Background: an optimization exercise with open tools, aiming at small area, a short achievable clock period and few clock cycles. Do not read the settings as production practice.
Where RTL was checked, it was by simulation tests only, not by an equivalence proof against the original.

Setup of the baseline:
// TriSolve4x4
module TriSolve4x4(
    input              clk,
    input              rst,
    input              start,
    input      [511:0] L_in,
    input      [511:0] U_in,
    input      [127:0] b_in,
    output reg         done,
    output     [127:0] x_out
);
For scale: ~5,900 cells after synthesis, roughly 1,300 I/O pins, ~42,000 um^2 of cells after synthesis.
clock: 150.0 ns
lec_check: 0
abc_area: 1
cap_margin: 20
core_area: 3 3 447 447
cts_buf_list: sky130_fd_sc_hd__clkbuf_8 sky130_fd_sc_hd__clkbuf_4
die_area: 0 0 450 450
slew_margin: 20
standard.sh (not shown) runs the stock make flow with config.mk's settings and CLKGATE_MAP_FILE= SYNTH_SCRIPT=/design/flow/synth_recipe.tcl, a recipe that flattens the netlist after the stock synthesis.
==> flow/flow/run.sh <==
#!/bin/bash
# The standard layout (standard.sh: the standard flow's synthesis and ORFS flow), except
# that the port buffers are plain buf_1 cells instead of the default choice.
# Every input and output port still gets its own buffer.
set -euo pipefail
bash standard.sh "BUFFER_PORTS_ARGS=-buffer_cell sky130_fd_sc_hd__buf_1" finish > standard_flow.log 2>&1
Here is what was changed in the inputs of the candidate compared with the baseline.
diff --git a/flow/design.v b/flow/design.v
--- a/flow/design.v
+++ b/flow/design.v
@@ -191,14 +191,14 @@
   wire [31:0] dw6 = U_in[(4*1+1)*32 +: 32];
   wire [31:0] dw7 = U_in[(4*0+0)*32 +: 32];
   reg  [3:0]  mp;        
   reg  [3:0]  dp;        
   wire [3:0]  mpn = mp + 4'd1;
   wire [3:0]  dpn = dp + 4'd1;
-  reg  [11:0] mnx;
-  reg  [7:0]  dnx;
+  wire [11:0] mnx = busy ? (12'd1 << mpn) : 12'd1;
+  wire [7:0]  dnx = busy ? (8'd1 << dpn[2:0]) : 8'd1;
   wire [31:0] opbn = ({32{mnx[0]}} & mw0) | ({32{mnx[1]}} & mw1) | ({32{mnx[2]}} & mw2)
                    | ({32{mnx[3]}} & mw3) | ({32{mnx[4]}} & mw4) | ({32{mnx[5]}} & mw5)
                    | ({32{mnx[6]}} & mw6) | ({32{mnx[7]}} & mw7) | ({32{mnx[8]}} & mw8)
                    | ({32{mnx[9]}} & mw9) | ({32{mnx[10]}} & mw10) | ({32{mnx[11]}} & mw11);
   wire [31:0] drn  = ({32{dnx[0]}} & dw0) | ({32{dnx[1]}} & dw1) | ({32{dnx[2]}} & dw2)
                    | ({32{dnx[3]}} & dw3) | ({32{dnx[4]}} & dw4) | ({32{dnx[5]}} & dw5)
@@ -424,16 +424,12 @@
   end
   always @(posedge clk) begin
     if (!busy) begin
       opb <= opbn;
       dr  <= drn;
       if (start) begin
-        mnx <= 12'd2;
-        dnx <= 8'd2;
-      end
-      if (start) begin
         mp    <= 4'd0;
         ch    <= 2'd0;
         dp    <= 4'd0;
         sg    <= 4'd0;
         ff    <= 4'd0;
         ydn   <= 4'd0;
@@ -446,13 +442,12 @@
       if (all_end && sg_n != 4'd0) fix <= 1'b1;
       if (mfire) begin
         if (mlast) begin
           mp  <= mpn;
           ch  <= 2'd0;
           opb <= opbn;
-          mnx <= {mnx[10:0], 1'b0};
         end else
           ch <= ch + 2'd1;
       end
       if (prefold)
         ff[drow] <= 1'b1;
       if (setup && (s_res || s_zero)) begin
@@ -477,19 +472,10 @@
           else       ydn[drow] <= 1'b1;
         end
       end
       if (dadv) begin
         dp  <= dpn;
         dr  <= drn;
-        dnx <= {dnx[6:0], 1'b0};
-      end
-      if (all_end && sg_n == 4'd0) begin
-        mnx <= 12'd1;
-        dnx <= 8'd1;
       end
     end
-    if (rst) begin
-      mnx <= 12'd1;
-      dnx <= 8'd1;
-    end
   end
 endmodule
Findings:
In terms of final-layout clock-cell area share, the baseline and the candidate differ only marginally. From the baseline to the candidate the numbers moved as follows: number of clock-tree buffers in the layout now smaller; worst setup slack decreased by 0.27 ns relative to the old numbers; met1 wire length climbed 4.2%.
Function was not checked in any run of this note: the RTL went through the layout flow alone.

--- another note on this design; it stands on its own ---

Setup of rev 12:
==> flow/design.v (excerpt) <==
module TriSolve4x4(
    input              clk,
    input              rst,
    input              start,
    input      [511:0] L_in,
    input      [511:0] U_in,
    input      [127:0] b_in,
    output reg         done,
    output     [127:0] x_out
);
==> flow/config.mk <==
export PLATFORM = sky130hd
export DESIGN_NAME = TriSolve4x4
export DESIGN_NICKNAME = TriSolve4x4
export VERILOG_FILES = /design/flow/design.v
export SDC_FILE = /design/flow/constraint.sdc
export NUM_CORES = 8
export LEC_CHECK = 0
export ABC_AREA = 1
export CAP_MARGIN = 20
export CORE_AREA = 3 3 447 447
export CTS_BUF_LIST = sky130_fd_sc_hd__clkbuf_8 sky130_fd_sc_hd__clkbuf_4
export DIE_AREA = 0 0 450 450
export PLACE_DENSITY = 0.85
export SLEW_MARGIN = 20
==> flow/constraint.sdc <==
create_clock -name core_clock -period 150.0 [get_ports {clk}]
set_input_delay 30.0000 -clock core_clock [delete_from_list [all_inputs] [get_ports {clk}]]
set_output_delay 30.0000 -clock core_clock [all_outputs]
set_load 0.01 [all_outputs]
standard.sh (not shown) runs the stock make flow with config.mk's settings and CLKGATE_MAP_FILE= SYNTH_SCRIPT=/design/flow/synth_recipe.tcl, a recipe that flattens the netlist after the stock synthesis.
==> flow/flow/run.sh <==
#!/bin/bash
# The standard layout (standard.sh: the standard flow's synthesis and ORFS flow) with two
# changes to how it is made:
#  - the port buffers are plain buf_1 cells instead of the default choice
#    (every input and output port still gets its own buffer);
#  - before pin placement, flow/pins.tcl groups the input pins that feed the
#    same register bit, so that each bit's input multiplexer stays local.
set -euo pipefail
bash standard.sh "BUFFER_PORTS_ARGS=-buffer_cell sky130_fd_sc_hd__buf_1" \
  "PRE_IO_PLACEMENT_TCL=$PWD/flow/pins.tcl" finish > standard_flow.log 2>&1
==> flow/flow/pins.tcl <==
for {set b 0} {$b < 32} {incr b} {
  set pins {}
  foreach w {4 8 12 9 13 14 0 5 10 15} { lappend pins "L_in\[[expr {$w*32+$b}]\]" }
  foreach w {11 7 6 3 2 1} { lappend pins "U_in\[[expr {$w*32+$b}]\]" }
  foreach w {15 10 5 0} { lappend pins "U_in\[[expr {$w*32+$b}]\]" }
  foreach k {0 1 2 3} { lappend pins "b_in\[[expr {$k*32+$b}]\]" }
  set_io_pin_constraint -group -order -pin_names $pins
}
Rev 12 completed end to end with timing, DRC and antenna clean.
Testbench counts of rev 12, summed over its fixed seeds: cycles 5,520.
## Diff of input files: rev 13 against rev 12
==> flow/flow/run.sh <==
#!/bin/bash
# The standard layout (standard.sh: the standard flow's synthesis and ORFS flow), except
# that the port buffers are plain buf_1 cells instead of the default choice.
# Every input and output port still gets its own buffer.
set -euo pipefail
bash standard.sh "BUFFER_PORTS_ARGS=-buffer_cell sky130_fd_sc_hd__buf_1" finish > standard_flow.log 2>&1
removed: flow/flow/pins.tcl
[compare] base=rev 12 new=rev 13: via density per instance moved down, slew at the pin closest to its max-slew limit moved up, number of nets in the final layout level, first-iteration DRC count moved down. Diff rev 12 -> rev 13: normalized max-slew margin lost 1.3 points, post-route cell area did not really move, final critical-path share of the clock period now sits at about the same level. | post-route minimum period | rev 13 vs rev 12 | 130 ps lower |.

## afterwards: timing with drivers on the ports
No port has a modelled driver above. Below, the same layouts with a new extraction and two added sets of constraints.
Step 1 sets driving cells, clkbuf_16 on the clock port and buf_2 on the other inputs (assumed; they add their load-dependent delay and slew).
Step 2, shift: input delay + t, output delay - t, t = (earliest + latest rising clock arrival at the registers) / 2. This alone moves slack from input paths to output paths.
a / b / c = no drivers / after step 1 / after step 2; a / b = the first two.
run | t, ns | setup slack, ns | worst setup path at the end | clock arrival spread, ns
the baseline | 0.766 | 117.509 / 117.532 / 116.767 | input to register | 0.045 / 0.045
the candidate | 0.756 | 117.242 / 117.300 / 116.544 | input to register | 0.025 / 0.025
rev 12 | 0.732 | 117.790 / 117.736 / 117.749 | input to register | 0.058 / 0.057
rev 13 | 0.786 | 117.915 / 117.977 / 117.190 | input to register | 0.088 / 0.087
After both steps setup and hold are still met in every run listed. For the baseline, which loses most, drivers alone change the setup slack by +0.023 ns; drivers and shift together by -0.742 ns.
